Source: an optimization exercise on an open RTL-to-GDS flow (aim: small area). Production flows keep margins and buffers that such runs may drop. At most, simulation tests tie the RTL to the original design; equivalence was not proved. No functional check of the RTL was part of run 2. Power figures rest on the tool's default switching activity, not on a simulated workload.

==> flow/design.v <==
`timescale 1ns / 1ps
module control (clk,sys_rst,rst_button,game_mode1_button,game_mode2_button,led,buttons,an,seg);
input clk, sys_rst, rst_button;
input [15:0] buttons;
input game_mode1_button,game_mode2_button;
output wire [6:0] seg;
output wire [ 3:0] an;
output wire [15:0] led; 
wire [6:0] score ;
wire [6:0] max_score;
wire [3:0] state;
wire [1:0] action_type;
wire [15:0] press;
wire rst;
wire game_mode1;
wire game_mode2;
  reset dut0(rst_button,rst, clk, sys_rst);   
game_mode dut2( game_mode1_button,game_mode2_button,game_mode1,game_mode2,clk,sys_rst );
spaceship_LED_state dut3( game_mode1,game_mode2,state, clk, rst, led, sys_rst);
check dut4( state, action_type, clk, buttons,press, sys_rst);
score_module dut5(action_type, score, max_score, clk, rst, sys_rst);
display dut6( score,max_score,seg,an,clk, sys_rst);
endmodule
module reset (button_rst_local,rst,clk,sys_rst);
      input button_rst_local,clk,sys_rst;
      output reg rst;
      always @( posedge clk) begin
      if( sys_rst==1'b1)
            rst<=1'b0;
      else if( button_rst_local==1'b1)
            rst<=1'b1;
      else
            rst<=1'b0;
      end
endmodule
`timescale 1ns / 1ps
module game_mode( game_mode1_button_local , game_mode2_button_local ,game_mode1,game_mode2,clk,sys_rst);
    output reg game_mode1;
    output reg game_mode2;
    input game_mode1_button_local , game_mode2_button_local , clk, sys_rst;
    always@ ( posedge clk) begin
        if( sys_rst==1)
            game_mode1<=0;
        else if( game_mode1_button_local==1)
            game_mode1<=1;
        else
            game_mode1<=0;
        if( sys_rst==1)
            game_mode2<=0;
        else if( game_mode2_button_local==1)
            game_mode2<=1;
        else
            game_mode2<=0;
    end
endmodule
module spaceship_LED_state(mode1, mode2, out_state, clk, rst,led_local, sys_rst);
      input clk, rst, mode1, mode2, sys_rst;
      output [3:0] out_state;
      output reg[ 15:0] led_local;
      reg [ 3:0 ] reg_state;     
      localparam [31:0] STEP = 32'd50;
      reg [31:0] counter;
      integer i;
      integer stay1,stay2;
      reg [31:0] ran;
      integer select;
      reg [3:0] n_state;
      reg [31:0] n_counter, n_ran;
      integer n_stay1, n_stay2, n_select;
      reg [15:0] n_led;
      always @ (posedge clk ) begin
            n_state = reg_state;
            n_counter = counter;
            n_ran = ran;
            n_stay1 = stay1;
            n_stay2 = stay2;
            n_select = select;
            if( mode1==1'b1) begin
                n_stay1=1;
                n_stay2=0;
            end
            if( mode2==1'b1) begin
                n_stay1=0;
                n_stay2=1;
            end
            if(n_stay1==1'b1)begin
                  n_stay1=1;
                  n_stay2=0;
                  if(rst==1'b1) begin
                      n_state=4'b0010;
                      n_counter=0;
                  end  
                   else if( n_counter==STEP ) begin
                        if( out_state==4'b1110)
                            n_state=4'b0010;
                        else
                            n_state=n_state+2;
                        n_counter=0;
                   end  
                   else
                        n_counter=n_counter+1; 
            end
            else begin
                  n_stay2=1;
                  n_stay1=0;
                  if( n_counter==STEP ) begin 
                        if( n_select==0) begin 
                              n_ran=n_ran+23;
                              n_select=1;
                        end
                        else if( n_select==1) begin
                              n_ran=n_ran+11;
                              n_select=2;
                        end
                        else if( n_select==2) begin
                              n_ran=n_ran+17;
                              n_select=3;
                        end
                        else begin
                              n_ran=n_ran+41;
                              n_select=0;
                        end
                        n_state= n_ran%14 +2;  
                        n_counter=0;
                  end
                  else
                        n_counter=n_counter+1;
            end
            if( sys_rst==1'b1) begin
                  n_state=4'b0010;
                  n_counter=0;
                  n_ran=0;
                  n_stay1=1;
                  n_stay2=0;
                  n_select=0;
            end
            for( i=0;i<16;i=i+1) begin
                  if( i==n_state-2 || i==n_state-1 || i==n_state) 
                        n_led[i]=1;
                  else
                        n_led[i]=0;
            end
            reg_state <= n_state;
            counter <= n_counter;
            ran <= n_ran;
            stay1 <= n_stay1;
            stay2 <= n_stay2;
            select <= n_select;
            led_local <= n_led;
      end      
      assign out_state=reg_state;
endmodule
module check(state, action_type, clk, buttons_local, press, sys_rst);
    input clk; 
    input sys_rst; 
    input [3:0] state; 
    input [15:0] buttons_local; 
    output reg [1:0] action_type; 
    output reg [15:0] press; 
integer i; 
integer flag; 
reg [1:0] n_action; 
reg [15:0] n_press; 
    always @(posedge clk) begin  
    n_press=press;
    flag=0; 
    n_action=2'b10; 
    for(i=0;i<16;i=i+1)begin
        if(flag!=0)i=i; 
        else if(i==state || i==state-1 || i==state-2)i=i; 
        else if(buttons_local[i]==1 && n_press[i]==0)begin     
            flag=1; 
            n_press[i]=1; 
            n_action=2'b00; 
        end
    end
    if(flag==0)begin     
        for(i=0;i<16;i=i+1)begin
            if((i==state || i==state-1 || i==state-2) && buttons_local[i]==1 && n_press[i]==0)begin  
                n_press[i]=1; 
                n_action=2'b01; 
            end
        end
     end
    for(i=0;i<16;i=i+1) begin
        if(buttons_local[i]==0 && n_press[i]==1) 
            n_press[i]=0;
    end
    if(sys_rst==1)begin
        n_press=16'b0000000000000000;
        n_action=2'b10;
    end
    press<=n_press;
    action_type<=n_action;
end
endmodule
module score_module (action_type,score_local,max_score_local,clk,rst,sys_rst);
      input [1:0] action_type;
      input clk,rst,sys_rst;
      output reg [6:0] max_score_local;
      output reg [6:0] score_local;
      always @(posedge clk) begin
            if( sys_rst==1'b1) begin
                  score_local<=7'b0000000;
                  max_score_local<=7'b0000000;
            end
            else if( rst==1'b1)  begin
                  score_local<=7'b0000000;
            end
            else if( action_type ==2'b01) begin
                  if(score_local==max_score_local)
                      max_score_local<=max_score_local+1;
                  score_local<=score_local+1;
            end
            else if( action_type==2'b00) begin
                if( score_local>0)
                    score_local<=score_local-1;
            end
            else begin
                  max_score_local<=max_score_local;
                  score_local<=score_local;
            end
      end
endmodule
module display( score, max_score, seg, an, clk, sys_rst);
      input clk; 
      input sys_rst; 
      input [6:0] score, max_score; 
      output reg [3:0] an; 
      output reg [6:0] seg; 
      reg [3:0]  score_digit_o, score_digit_t, max_score_digit_o, max_score_digit_t; 
      always @(score or max_score)begin  
            score_digit_o=score%10;
            score_digit_t=score/10;
            max_score_digit_o=max_score%10;
            max_score_digit_t=max_score/10; 
      end
      wire [6:0] s1, s2, s3, s4; 
      reg [1:0] state_dummy;  
      reg [3:0] seg_clk; 
      reg [1:0] state_local; 
      wire newclk; 
      decoder d1( score_digit_o,s1);
      decoder d2( score_digit_t,s2);
      decoder d3( max_score_digit_o,s3);
      decoder d4( max_score_digit_t,s4);
      assign newclk = (seg_clk == 4'b0111); 
      always@(posedge clk)  
          if(sys_rst)
              seg_clk<=0;
          else
              seg_clk<=seg_clk+1;  
      always@( posedge clk )begin 
          if(sys_rst)begin
          seg<=7'b1111111; 
          an<=4'b1111; 
          state_local<=2'b00;
          end
          else if(newclk)begin
          case(state_local) 
          2'b00: begin
          seg<=s1; 
          an<=4'b1011; 
          state_dummy=2'b01; 
          end
          2'b01: begin
          seg<=s2; 
          an<=4'b0111; 
          state_dummy=2'b10; 
          end
          2'b10: begin
          seg<=s3; 
          an<=4'b1110; 
          state_dummy=2'b11; 
          end
          2'b11: begin
          seg<=s4; 
          an<=4'b1101; 
          state_dummy=2'b00; 
          end
          default: begin 
          seg<=s1;
          an<=4'b1011; 
          state_dummy=2'b01;
          end
          endcase
          state_local <= state_dummy; 
          end
      end
endmodule
module decoder(digit_bcd, seg_l);
    input [3:0] digit_bcd;
    output reg [6:0] seg_l;
    always@( digit_bcd) begin
        case(digit_bcd)
            4'b0000: seg_l = 7'b1000000;   
            4'b0001: seg_l = 7'b1111001;   
            4'b0010: seg_l = 7'b0100100;   
            4'b0011: seg_l = 7'b0110000;   
            4'b0100: seg_l = 7'b0011001;   
            4'b0101: seg_l = 7'b0010010;   
            4'b0110: seg_l = 7'b0000010;   
            4'b0111: seg_l = 7'b1111000;   
            4'b1000: seg_l = 7'b0000000;   
            4'b1001: seg_l = 7'b0010000;   
            default: seg_l = 7'b1000000;   
        endcase 
 end
endmodule
==> flow/run.sh <==
#!/bin/bash
# synth_recipe.tcl (not shown) runs the flow's synth.tcl, then flattens the netlist and writes it again
# the make line also repeats each setting of config.mk as NAME=value (left out here)
make -C /OpenROAD-flow-scripts/flow DESIGN_CONFIG=/design/flow/config.mk WORK_HOME=/design/flow/orfs CLKGATE_MAP_FILE= SYNTH_SCRIPT=/design/flow/synth_recipe.tcl finish
==> flow/config.mk <==
export PLATFORM = sky130hd
export DESIGN_NAME = control
export DESIGN_NICKNAME = control
export VERILOG_FILES = /design/flow/design.v
export SDC_FILE = /design/flow/constraint.sdc
export NUM_CORES = 4
export LEC_CHECK = 0
export CAP_MARGIN = 20
export CORE_MARGIN = 2
export CORE_UTILIZATION = 40
export SLEW_MARGIN = 20
==> flow/constraint.sdc <==
create_clock -name core_clock -period 16.0 [get_ports {clk}]
set_input_delay 3.2000 -clock core_clock [delete_from_list [all_inputs] [get_ports {clk}]]
set_output_delay 3.2000 -clock core_clock [all_outputs]
set_load 0.01 [all_outputs]
==> out/metrics.csv, run 1 <==
stage,metric,value,unit
synth,sequential element share of the synthesized area,21.3,%
route,Vias/cell,5.77,
floorplanning,Die Wd,185,um
floorplanning,core area,0.0323,mm2
cells_and_area,multi-input logic area,0.00983,mm2
route,drt pass-1 iters,5,
synth,Synthesis Warnings,7,
synth,Synth Instances,1732,
synth,main combinational cell family by area after synthesis,compound AO/OA/AOI/OAI gates,
setup_path,largest stage delay on the critical path,0.57,ns
synth,ys flop type,dfxtp_1,
synth,library cells used by synthesis,119,
synth,Commonest cells post-synth,"206 x nor2_1, 159 x nand2_1, 139 x dfxtp_1",
synth,Synth area leaders,"dfxtp_1 21%, nor2_1 5.9%, ha_1 5.9%",
global_route,vias in the first global route,11646,
sta,Slew headroom,31.5,%
clock_network,"CTS clk-pin slew, worst paths",0.06,ns
setup_path,critical path's top delay family,compound AO/OA/AOI/OAI gates,
synth,Synth Area in Simple Gates,27.0,%
clock_network,clk root buf,clkbuf_16,
clock_network,H-tree depth,4,
setup_path,crit-path max FO,13,
setup_path,CP required,16.30,ns
synth,post-synthesis mux area share,2.56,%
floorplanning,row cnt,66,
synth,synthesized flop and latch total,139,
synth,Post-Synth XOR/XNOR Area,9.98,%
pwr,LEAKAGE,5.21,nW
synth,mapped cell area,0.0130,mm2
synth,Syn Nets,1816,
setup_path,Crit path buffers/inverters,2,
cells_and_area,# nets final,1801,
pwr,power share of the combinational group,40.3,%
global_route,first-pass GRT wire length,55200,um
setup_path,Crit-path slowest cell,a2111o_1,
setup_path,crit path kind,reg2reg,
route,Routed WL,32500,um
pwr,P_sw,0.510,mW
pwr,Int Pwr,0.821,mW
setup_path,Worst setup SP type,register,
sta,Layout Skew,0.0117,ns
placement,RePlAce Congestion,0.864,
global_route,gr ovfl total,0,
sta,Max Transition Viols Final,0,
pwr,clock power share,30.5,%
synth,ys async rst share,0,%
pwr,sw frac,38.3,%
cells_and_area,n_diodes,0,
synth,"EDFF count, synth",0,
clock_network,TritonCTS Sinks,139,
route,drt drc,0,
sta,Period minus WS final,14.77,ns
clock_network,clk latency of the worst-skew pair,0.42,ns
sta,Setup TNS,0,ns
synth,Synth Area in Adders,6.34,%
synth,area fraction in compound gates after synthesis,27.9,%
cells_and_area,Fillers,3249,
sta,Max Clk Rate,67.7,MHz
setup_path,Crit path top cell by count,a21oi_1,
sta,RSZ-0062 raised after global routing,false,
synth,leading area contributor after synthesis,dfxtp_1,
synth,most common cell in the synthesized netlist,nor2_1,
sta,Final setup viols,0,
synth,Mean Syn Cell Area,7.53,um2
run_status,status,timing/DRC/antenna clean,
pwr,Peak supply drop,0.000113,V
pwr,Seq pwr share,29.2,%
floorplanning,Die Y-Extent,185,um
setup_path,CP endpoint kind,register,
placement,Port Buffers,47,
global_route,GRT Overall Usage,18.9,%
clock_network,number of buffers created by CTS,17,
clock_network,clock tree buffer depth,2,
route,1st-iter DRT viols,962,
cells_and_area,register area,0.00278,mm2
global_route,initial antenna violation count,0,
pwr,pwr/cell area,91.6,mW/mm2
floorplanning,I/O pin count,48,
floorplanning,Starting Density,40.4,%
setup_path,Critical Path AT,15.07,ns
cells_and_area,utilization after layout,45.0,%
route,ANT nets after route,0,
cells_and_area,share of post-route cells with drive strength above 1,8.96,%
clock_network,TritonCTS clock tree,done,
synth,Yosys top cell area share,21.3,%
sta,Worst Max-Slew Pin Slew,1.02,ns
route,wire per inst,14.9,um
global_route,pin count of the biggest net entering global routing,85,
route,DR vias,12526,
sta,final hold vios,0,
placement,post-DP HPWL,23300,um
cells_and_area,Area growth syn-to-layout,11.5,%
sta,period utilization,92.3,%
floorplanning,die area,0.0340,mm2
worst_hold_path,worst hold path type,reg2reg,
job,Max-Cap Viols,0,
==> power groups by stage <==
stage / logic, mW / clock network, mW / registers [mW]
after global routing: 0.609 / 0.431 / 0.392
final: 0.536 / 0.406 / 0.388
after detailed placement: 0.528 / 0 / 0.396
after CTS: 0.532 / 0.416 / 0.388
after floorplan: 0.431 / 0 / 0.377
after global placement: 0.523 / 0 / 0.396
==> per-layer routing <==
| layer | global-route usage, % | vias up | wire (um) |
|---|---|---|---|
| met2 | 32.5 | 239 | 15500 |
| met4 | 3.94 | 0 | 368 |
| met1 | 25.1 | 5882 | 15600 |
| li1 | - | 6371 | - |
| met3 | 2.81 | 34 | 974 |
| met5 | 0 | - | 0 |
==> layout make-up <==
type                       instances  area share, %
multi-input combinational       1444           67.7
sequential                       139           19.2
timing repair buffer              59           3.82
tap                              442           3.81
clock buffer                      19           3.05
inverter                          56           1.45
clock inverter                    13           1.05
==> cell usage in the layout, fill, tap and decap left out, drive strengths merged, types with 20 or more instances in the layout <==
cell type,instances
or3,24
xnor2,75
clkdlybuf4s50,46
o21ai,86
o211ai,32
mux2i,24
a21o,20
nand3,67
a21oi,118
ha,61
nor3b,26
dfxtp,139
nand2b,25
nand2,159
nand4,44
nor3,49
xor2,65
nor2,208
or2,21
inv,61
a31oi,28
a211oi,33
==> sequential cells by signal (all words and copies together) (netlist names), 2 cells and up <==
name                  count
dut3.counter             32
dut3.reg_state            4
dut5.score_local          7
dut5.max_score_local      7
dut6.state_local          2
dut4.action_type          2
dut4.press               16
dut3.led_local           16
dut6.seg_clk              4
dut6.an                   4
dut3.select               2
dut3.ran                 32
dut6.seg                  7
==> cells by family after synthesis <==
family          count (synthesis)
buf+inv                       149
mux                            32
xor+xnor                      142
fa+ha+maj                      65
flops                         139
simple gates                  704
compound gates                501
==> path summary, 6_finish.rpt <==
path,start,to,slack [ns],depth (start not counted)
setup / recovery,dut3.select[0],dut3.led_local[2],1.23,56
hold / removal,dut6.seg_clk[0],dut6.seg_clk[0],0.45,1
setup reg to reg,dut3.select[0],dut3.led_local[2],1.23,56
hold reg to reg,dut6.seg_clk[0],dut6.seg_clk[0],0.45,1
==> per-stage QoR <==
| stage | cell area, um2 | hold WS [ns] | instances | power, mW | setup slack (ns) |
|---|---|---|---|---|---|
| after detailed placement | 13700 | 0.439 | 2139 | 0.923 | 0.167 |
| after global placement | 13700 | 0.431 | 2139 | 0.918 | 0.674 |
| after floorplan | 13000 | 0.418 | 1732 | 0.808 | 2.60 |
| after CTS | 14300 | 0.454 | 2171 | 1.34 | 0.130 |
| after global routing | 14500 | 0.475 | 2172 | 1.43 | 0.0684 |
| final | 14500 | 0.453 | 2172 | 1.33 | 1.23 |
==> what timing repair did <==
| item | 4_1_cts | 5_1_grt |
|---|---|---|
| resized for setup | 0 | 30 |
| setup endpoints to repair | 0 | 16 |
| hold buffers | 0 | 0 |
| buffers inserted | 0 | 1 |
==> run 2: changes to the inputs <==
==> flow/design.v (replaced) <==
`timescale 1ns / 1ps
module control (clk,sys_rst,rst_button,game_mode1_button,game_mode2_button,led,buttons,an,seg);
input clk, sys_rst, rst_button;
input [15:0] buttons;
input game_mode1_button,game_mode2_button;
output wire [6:0] seg;
output wire [3:0] an;
output wire [15:0] led;
reg rst;
reg mode2;
reg [3:0] state;
reg [5:0] counter;
reg [29:0] ran_hi;
reg [1:0] select;
reg [2:0] ran7;            
reg [15:0] press;
reg act_hit, act_miss;     
reg [6:0] score, max_score;
reg [5:0] disp;
reg [3:0] digit;
wire step = (counter == 6'd50);
reg [3:0] delta;
reg [2:0] inc7;
always @* begin
    case (select)
    2'd0: begin delta = 4'd5;  inc7 = 3'd2; end
    2'd1: begin delta = 4'd3;  inc7 = 3'd4; end
    2'd2: begin delta = 4'd4;  inc7 = 3'd3; end
    default: begin delta = 4'd11; inc7 = 3'd6; end
    endcase
end
wire [30:0] ran_sum = {1'b0, ran_hi} + {27'd0, delta};
wire wrap = ran_sum[30];
wire [4:0] r7s = ran7 + inc7 + (wrap ? 3'd3 : 3'd0);
wire [2:0] r7n = (r7s >= 5'd14) ? r7s - 5'd14 : (r7s >= 5'd7) ? r7s - 5'd7 : r7s[2:0];
wire [1:0] sel_n = select + 2'd1;
wire [3:0] r14 = {1'b0, r7n} + ((r7n[0] ^ sel_n[0]) ? 4'd7 : 4'd0);
always @(posedge clk) begin
    if (sys_rst) begin
        rst <= 1'b0;
        mode2 <= 1'b0;
        state <= 4'd2;
        counter <= 6'd0;
        ran_hi <= 30'd0;
        select <= 2'd0;
        ran7 <= 3'd0;
    end else begin
        rst <= rst_button;
        if (game_mode2_button) mode2 <= 1'b1;
        else if (game_mode1_button) mode2 <= 1'b0;
        if (!mode2) begin
            if (rst) begin
                state <= 4'd2;
                counter <= 6'd0;
            end else if (step) begin
                state <= (state == 4'd14) ? 4'd2 : state + 4'd2;
                counter <= 6'd0;
            end else
                counter <= counter + 6'd1;
        end else begin
            if (step) begin
                ran_hi <= ran_sum[29:0];
                select <= sel_n;
                ran7 <= r7n;
                state <= r14 + 4'd2;
                counter <= 6'd0;
            end else
                counter <= counter + 6'd1;
        end
    end
end
wire [17:0] dec = 18'd1 << state;
wire [15:0] on = dec[15:0] | dec[16:1] | dec[17:2];
assign led = on;
wire [15:0] fresh = buttons & ~press;
wire [15:0] cand = fresh & ~on;
wire [15:0] hitv = fresh & on;
wire any_miss = |cand;
wire [15:0] first = cand & (~cand + 16'd1);
wire [15:0] setv = any_miss ? first : hitv;
always @(posedge clk) begin
    if (sys_rst) begin
        press <= 16'd0;
        act_hit <= 1'b0;
        act_miss <= 1'b0;
    end else begin
        press <= buttons & (press | setv);
        act_miss <= any_miss;
        act_hit <= ~any_miss & (|hitv);
    end
end
wire [6:0] score_inc = score + 7'd1;
always @(posedge clk) begin
    if (sys_rst) begin
        score <= 7'd0;
        max_score <= 7'd0;
    end else if (rst) begin
        score <= 7'd0;
    end else if (act_hit) begin
        if (score == max_score)
            max_score <= score_inc;
        score <= score_inc;
    end else if (act_miss) begin
        if (score != 7'd0)
            score <= score - 7'd1;
    end
end
wire newclk = (disp[3:0] == 4'hf);
wire [6:0] v = disp[5] ? max_score : score;
wire [3:0] units = v % 10;
wire [3:0] tens = v / 10;
always @(posedge clk) begin
    if (sys_rst) begin
        disp <= 6'b001000;
        digit <= 4'hf;
    end else begin
        disp <= disp + 6'd1;
        if (newclk)
            digit <= disp[4] ? tens : units;
    end
end
reg [6:0] seg_r;
always @* begin
    case (digit)
    4'd1: seg_r = 7'b1111001;
    4'd2: seg_r = 7'b0100100;
    4'd3: seg_r = 7'b0110000;
    4'd4: seg_r = 7'b0011001;
    4'd5: seg_r = 7'b0010010;
    4'd6: seg_r = 7'b0000010;
    4'd7: seg_r = 7'b1111000;
    4'd8: seg_r = 7'b0000000;
    4'd9: seg_r = 7'b0010000;
    4'd15: seg_r = 7'b1111111;
    default: seg_r = 7'b1000000;
    endcase
end
assign seg = seg_r;
reg [3:0] an_r;
always @* begin
    if (digit == 4'hf) an_r = 4'b1111;
    else case (disp[5:4])
    2'd1: an_r = 4'b1011;
    2'd2: an_r = 4'b0111;
    2'd3: an_r = 4'b1110;
    default: an_r = 4'b1101;
    endcase
end
assign an = an_r;
endmodule
==> run 2 against run 1 <==
Effect of this change: still clean; final cell count decreased by 56%; sequential cell count is 43 lower; clock power fell by 44%; global-route usage decreased by 1.4 points; synthesized cell count fell by 58%; clock skew about the same; non-clock buffer count shrank 9; sequential share of layout area rose by 9.0 points.
==> out/metrics.csv, run 2 <==
stage,metric,value,unit
pwr,pwr/cell area,96.0,mW/mm2
route,DR vias,5299,
setup_path,CP endpoint kind,register,
synth,synthesized flop and latch total,96,
clock_network,hold buffers post-CTS,0,
setup_path,Critical Path AT,6.82,ns
synth,Synthesis Warnings,1,
worst_hold_path,Min-Delay Path Depth,2,
synth,Commonest cells post-synth,"96 x dfxtp_1, 93 x nor2_1, 53 x nand2_1",
floorplanning,Die Wd,126,um
global_route,initial antenna violation count,0,
cells_and_area,Final Cell Area,0.00682,mm2
route,drt pass-1 iters,5,
synth,ys flop type,dfxtp_1,
clock_network,clock tree buffer depth,2,
synth,Syn Nets,790,
clock_network,TritonCTS clock tree,done,
cells_and_area,biggest regs,"ran_hi x30, press x16",
route,ANT nets after route,0,
global_route,pin count of the biggest net entering global routing,64,
floorplanning,die area,0.0158,mm2
setup_path,CP required,16.22,ns
synth,leading area contributor after synthesis,dfxtp_1,
synth,Synth Instances,735,
synth,library cells used by synthesis,66,
clock_network,TritonCTS Sinks,96,
clock_network,post-CTS setup buffers,0,
run_status,status,timing/DRC/antenna clean,
cells_and_area,"most common cell after layout, fill and taps aside",dfxtp_1,
worst_hold_path,Hold Crit Start,ran_hi[3],
global_route,first-pass GRT wire length,23300,um
placement,placed cell count,937,
sta,period utilization,41.3,%
synth,most common cell in the synthesized netlist,dfxtp_1,
cells_and_area,post-route insts no fill,953,
setup_path,Worst setup SP type,register,
pwr,LEAKAGE,2.65,nW
sta,final hold vios,0,
route,Routed WL,13700,um
sta,Max Clk Rate,151,MHz
setup_path,crit-path max FO,7,
setup_path,largest stage delay on the critical path,0.57,ns
cells_and_area,utilization after layout,46.9,%
synth,Yosys top cell area share,32.4,%
cells_and_area,max reg flops,30,
clock_network,clk latency of the worst-skew pair,0.36,ns
placement,Port Buffers,47,
cells_and_area,Area growth syn-to-layout,15.0,%
placement,pre-CTS setup slack,9.38,ns
cells_and_area,n_diodes,0,
synth,"EDFF count, synth",0,
floorplanning,Starting Density,40.8,%
synth,Synth area leaders,"dfxtp_1 32%, ha_1 6.1%, nor2_1 5.9%",
sta,Slew headroom,35.7,%
sta,Setup WS post-layout,9.40,ns
cells_and_area,Fillers,1453,
setup_path,reg-to-reg endpoint,state[3],
job,Max-Cap Viols,0,
setup_path,FF-to-FF setup slack,9.40,ns
synth,mapped cell area,0.00593,mm2
cells_and_area,Biggest register,ran_hi,
sta,Layout Skew,0.0117,ns
floorplanning,core area,0.0145,mm2
route,Vias/cell,5.56,
worst_hold_path,Hold EP,ran_hi[3],
global_route,GRT Overall Usage,17.5,%
clock_network,number of buffers created by CTS,9,
setup_path,crit path kind,reg2reg,
worst_hold_path,worst hold path type,reg2reg,
sta,Hold Worst Slack,0.459,ns
cells_and_area,# nets final,819,
floorplanning,row cnt,44,
sta,Worst Max-Slew Pin Slew,0.938,ns
cells_and_area,share of post-route cells with drive strength above 1,5.46,%
synth,sequential element share of the synthesized area,32.4,%
global_route,vias in the first global route,4997,
sta,Max Transition Viols Final,0,
cells_and_area,most frequent cells in the layout,"96 x dfxtp_1, 93 x nor2_1, 53 x nand2_1, 46 x clkdlybuf4s50_1, 44 x inv_1",
sta,Final setup viols,0,
clock_network,# resized after CTS,0,
synth,Mean Syn Cell Area,8.07,um2
clock_network,clk root buf,clkbuf_16,
floorplanning,Die Y-Extent,126,um
setup_path,Crit path buffers/inverters,6,
setup_path,critical path's top delay family,adder cells,
setup_path,Worst Reg-to-Reg Cells,30,
setup_path,worst r2r src,select[0],
clock_network,H-tree depth,3,
placement,post-DP HPWL,9930,um
pwr,Peak supply drop,0.0000775,V
pwr,Tot Pwr,0.655,mW
setup_path,Crit path top cell by count,ha_1,
route,drt drc,0,
synth,ys async rst share,0,%
setup_path,Crit-path slowest cell,fa_1,
floorplanning,I/O pin count,48,
placement,RePlAce Congestion,0.891,
route,1st-iter DRT viols,399,
clock_network,"CTS clk-pin slew, worst paths",0.07,ns
sta,Period minus WS final,6.60,ns
route,wire per inst,14.4,um
sta,Setup TNS,0,ns
placement,dpl cell area,0.00651,mm2
global_route,gr ovfl total,0,
sta,RSZ-0062 raised after global routing,false,
==> run 2: metal layers <==
metal / part of all wire (%) / vias to the layer above / GRT usage (%)
met2: 48 / 140 / 29.5
met4: 0.74 / 0 / 3.75
met3: 5.2 / 10 / 4.93
li1: - / 2650 / -
met5: 0 / - / 0
met1: 47 / 2499 / 22.5
==> run 2: report_power, final <==
part | internal (mW) | switching [mW] | leakage (nW)
Combinational | 0.0694 | 0.0917 | 1.72
Sequential | 0.249 | 0.0160 | 0.778
Clock | 0.125 | 0.103 | 0.156
==> run 2: layout make-up <==
| class | instances | area [um2] | share of cell area [%] |
|---|---|---|---|
| Sequential cell | 96 | 1920 | 28.2 |
| Clock inverter | 7 | 86.3 | 1.27 |
| Tap cell | 184 | 230 | 3.38 |
| Clock buffer | 9 | 225 | 3.30 |
| Inverter | 45 | 169 | 2.48 |
| Multi-Input combinational cell | 562 | 3700 | 54.2 |
| Timing Repair Buffer | 50 | 488 | 7.16 |
==> run 2: cell families after synthesis <==
kind of cell	count (synthesis)	share of synthesized area (%)
and+or+nand+nor	318	27.6
buffers and inverters	77	5.21
adders and majority gates	36	8.15
muxes	16	2.83
xor gates and xnor gates	51	7.53
DFF	96	32.4
AOI/OAI and AO/OA	141	16.3
==> run 2: worst max path at each step <==
stage / start / endpoint / slack, ns / cells past startpoint
floorplan: select[0] / state[3] / 10.00 / 30
global placement: buttons[0] / press[7] / 9.48 / 9
detailed placement: buttons[0] / press[7] / 9.38 / 9
CTS: select[0] / state[3] / 9.36 / 30
global route: select[0] / state[3] / 9.00 / 30
finish: select[0] / state[3] / 9.40 / 30
==> run 2: worst min-delay path, cell delays in order, from the launching register on <==
cell	delay, ns
dfxtp_1	0.32
nand2_1	0.05
a21oi_1	0.05

separate check: timing with driven ports:
Ports are ideal in the flow. The routed layouts listed here were re-timed in OpenROAD. Step 1 sets driving cells, clkbuf_16 on the clock port and buf_2 on the other inputs (assumed; they add their load-dependent delay and slew). Step 2 also shifts input and output timing later by t, the mid clock arrival at the registers, as if the neighbouring blocks saw the same clock. Slacks: ideal / step 1 / step 2; pairs: ideal / step 1.
run | t, ns | setup slack, ns | worst setup path at the end | worst register clock-pin slew, ns | cell pins on the clock port's net
run 1 | 0.461 | 1.232 / 1.232 / 1.232 | register to register | 0.07 / 0.07 | 1
run 2 | 0.389 | 9.399 / 9.399 / 9.269 | input to register | 0.08 / 0.08 | 1
After both steps setup and hold are still met in every run listed. For run 2, which loses most, drivers alone change the setup slack by 0.000 ns; drivers and shift together by -0.130 ns.
